Context: an optimization exercise on an open-source flow, tuned for small area and a short achievable clock period. The choices shown serve that exercise and are no tape-out recipe.
RTL that was checked went through simulation tests only; none was proved equivalent to the original.

==> inputs of build 11 <==
==> flow/design.v (excerpt) <==
module top(
    input logic clock, reset,
    input logic [9:0] inp,
    output logic [9:0] out
);
==> module fpu_s2, before the edit <==
module fpu_s2 (
    input  logic [15:0] a,
    input  logic [15:0] b,
    input  logic        op_mul,
    input  logic        op_sub,
    input  logic [14:0] sum,
    input  logic        gsel,
    input  logic [11:0] m0,
    input  logic [12:0] m1,
    input  logic        c8,
    input  logic        st,
    output logic [15:0] y
);
    logic sa, sb, sbx;
    logic [4:0] ea, eb, eg;
    logic a_e1, b_e1, a_nan, b_nan, a_inf, b_inf, a_0, b_0;
    logic sg;
    assign sa = a[15];
    assign sb = b[15];
    assign sbx = sb ^ op_sub;
    assign ea = a[14:10];
    assign eb = b[14:10];
    assign a_e1 = &ea;
    assign b_e1 = &eb;
    assign a_nan = a_e1 & (|a[9:0]);
    assign b_nan = b_e1 & (|b[9:0]);
    assign a_inf = a_e1 & ~(|a[9:0]);
    assign b_inf = b_e1 & ~(|b[9:0]);
    assign a_0 = ~(|ea);
    assign b_0 = ~(|eb);
    logic [3:0] nsh;
    logic [14:0] w;
    logic [5:0] exp_a;
    logic ru_a, ovf_a, unf_a, cancel;
    assign eg = gsel ? ea : eb;
    assign sg = gsel ? sa : sbx;
    always_comb begin
        nsh = 4'd12;
        for (int i = 2; i <= 14; i++)
            if (sum[i]) nsh = 4'(14 - i);
    end
    assign w = sum << nsh;
    assign exp_a = {1'b0, eg} + 6'd1 - {2'b00, nsh};
    assign ru_a = w[3] & (w[4] | w[2] | w[1] | w[0]);
    assign ovf_a = sum[14] & (eg == 5'd30);
    assign unf_a = {1'b0, nsh} > eg;
    assign cancel = sum == 15'd0;
    logic [13:0] prod;
    logic p21, rb, pn8, pn12, ru_m, carry_m, quirk, ovf_m, unf_m;
    logic [9:0] m;
    logic [4:0] e_m;
    add14 uprod(.x({2'b01, m0}), .y({1'b0, m1}), .ci(c8), .s(prod), .co());
    assign p21 = prod[13];
    assign m    = p21 ? prod[12:3] : prod[11:2];
    assign rb   = p21 ? prod[2] : prod[1];
    assign pn8  = p21 ? prod[1] : prod[0];
    assign pn12 = p21 ? prod[5] : prod[4];
    assign ru_m = rb & (pn8 | st | pn12);
    assign carry_m = ru_m & (&m);
    logic [5:0] xe;
    logic [4:0] e0, e1;
    assign xe = {1'b0, ea} + {1'b0, eb};
    assign e0 = 5'(xe - 6'd15);
    assign e1 = 5'(xe - 6'd14);
    assign quirk = carry_m & (p21 ? xe >= 6'd29 : xe >= 6'd30);
    assign ovf_m = ~quirk & (p21 ? xe >= 6'd45 : xe >= 6'd46);
    assign unf_m = p21 ? (xe < 6'd14) | ((xe == 6'd14) & ~carry_m)
                       : (xe < 6'd15) | ((xe == 6'd15) & ~carry_m);
    assign e_m = quirk ? 5'd14 : (p21 ? e1 : e0);
    logic [14:0] pre, r15;
    logic ru, sgn, ovf, unf;
    assign pre = op_mul ? {e_m, m} : {exp_a[4:0], w[13:4]};
    assign ru  = op_mul ? ru_m : ru_a;
    inc15 uinc(.x(pre), .ci(ru), .s(r15));
    assign sgn = op_mul ? sa ^ sb : sg;
    assign ovf = op_mul ? ovf_m : ovf_a;
    assign unf = op_mul ? unf_m : unf_a;
    always_comb begin
        if (a_nan || b_nan)                               y = 16'hFFFF;
        else if (!op_mul && a_inf && b_inf && sa != sbx)  y = 16'hFFFF;
        else if (!op_mul && a_inf)                        y = a;
        else if (!op_mul && b_inf)                        y = {sbx, b[14:0]};
        else if (op_mul && (a_inf || b_inf))              y = {sa ^ sb, 15'h7C00};
        else if (!op_mul && a_0 && b_0)                   y = 16'd0;
        else if (!op_mul && a_0)                          y = {sbx, b[14:0]};
        else if (op_mul && (a_0 || b_0))                  y = 16'd0;
        else if (!op_mul && b_0)                          y = {sa ^ op_sub, a[14:0]};
        else if (!op_mul && cancel)                       y = 16'd0;
        else if (ovf)                                     y = {sgn, 15'h7C00};
        else if (unf)                                     y = {sgn, 15'h0000};
        else                                              y = {sgn, r15};
    end
endmodule
export LEC_CHECK = 0
export CAP_MARGIN = 20
export CORE_MARGIN = 2
export CORE_UTILIZATION = 40
export SETUP_SLACK_MARGIN = 4.5
export SLEW_MARGIN = 20
export SYNTH_HIERARCHICAL = 1
export SYNTH_MINIMUM_KEEP_SIZE = 0
create_clock -name core_clock -period 8.0 [get_ports {clock}]
run.sh (not shown) runs the stock make flow with config.mk's settings and CLKGATE_MAP_FILE= SYNTH_SCRIPT=/design/flow/synth_recipe.tcl, a recipe that flattens the netlist after the stock synthesis.
==> inputs of build 23, as changes to build 11 <==
--- a/flow/design.v
+++ b/flow/design.v
@@ -123,17 +123,22 @@
     assign unf = op_mul ? unf_m : unf_a;
-    always_comb begin
-        if (a_nan || b_nan)                               y = 16'hFFFF;
-        else if (!op_mul && a_inf && b_inf && sa != sbx)  y = 16'hFFFF;
-        else if (!op_mul && a_inf)                        y = a;
-        else if (!op_mul && b_inf)                        y = {sbx, b[14:0]};
-        else if (op_mul && (a_inf || b_inf))              y = {sa ^ sb, 15'h7C00};
-        else if (!op_mul && a_0 && b_0)                   y = 16'd0;
-        else if (!op_mul && a_0)                          y = {sbx, b[14:0]};
-        else if (op_mul && (a_0 || b_0))                  y = 16'd0;
-        else if (!op_mul && b_0)                          y = {sa ^ op_sub, a[14:0]};
-        else if (!op_mul && cancel)                       y = 16'd0;
-        else if (ovf)                                     y = {sgn, 15'h7C00};
-        else if (unf)                                     y = {sgn, 15'h0000};
-        else                                              y = {sgn, r15};
-    end
+    logic nan_r, inf_r, sel_a, sel_b, regular, sel_inf, sel_r, sgn_r;
+    logic [14:0] mag;
+    assign nan_r = a_nan | b_nan | (~op_mul & a_inf & b_inf & (sa ^ sbx));
+    assign inf_r = ~nan_r & (a_inf | b_inf);
+    assign sel_a = ~op_mul & ~a_0 & b_0 & ~nan_r & ~inf_r;
+    assign sel_b = ~op_mul & a_0 & ~b_0 & ~nan_r & ~inf_r;
+    assign regular = ~nan_r & ~inf_r & ~a_0 & ~b_0 & (op_mul | ~cancel);
+    assign sel_inf = inf_r | (regular & ovf);
+    assign sel_r = regular & ~ovf & ~unf;
+    assign mag = ({15{nan_r}} & 15'h7FFF)
+               | ({15{sel_inf}} & 15'h7C00)
+               | ({15{sel_a}} & a[14:0])
+               | ({15{sel_b}} & b[14:0])
+               | ({15{sel_r}} & r15);
+    assign sgn_r = nan_r
+                 | (inf_r & (op_mul ? sa ^ sb : (a_inf ? sa : sbx)))
+                 | (sel_a & (sa ^ op_sub))
+                 | (sel_b & sbx)
+                 | (regular & sgn);
+    assign y = {sgn_r, mag};
 endmodule
Settings changed: SETUP_SLACK_MARGIN 4.5 to 3.25.
==> comparison <==
Against build 23, the cell area of build 11 is larger by 9.4%.
Routed wire length: build 23 is smaller than build 11 (9.0%).
Synthesized cell count: build 23 is lower than build 11 (4.3%).
In sequential cell count, build 23 and build 11 do not differ.
For build 23, only the layout was checked, not whether the RTL still works.

[static timing again, ports no longer ideal]
In the flow no input, the clock included, has a driving cell. The finished layouts below were timed again as built, in two steps. Step 1 sets driving cells, clkbuf_16 on the clock port and buf_2 on the other inputs (assumed; they add their load-dependent delay and slew). Step 2, shift: input delay + t, output delay - t, t = (earliest + latest rising clock arrival at the registers) / 2. This alone moves slack from input paths to output paths. a / b / c = ideal / step 1 / step 2; a / b = the first two.
| run | t (ns) | setup slack, ns | latest minus earliest clock arrival (ns) | worst data-port slew with drivers (ns) |
|---|---|---|---|---|
| build 11 | 0.406 | 3.701 / 3.701 / 3.347 | 0.013 / 0.013 | 0.03 |
| build 23 | 0.399 | 3.390 / 3.411 / 3.011 | 0.015 / 0.015 | 0.04 |
After both steps setup and hold are still met in every run listed. The setup slack of build 23, which loses most, moves by +0.021 ns with the drivers and by -0.379 ns with both steps.
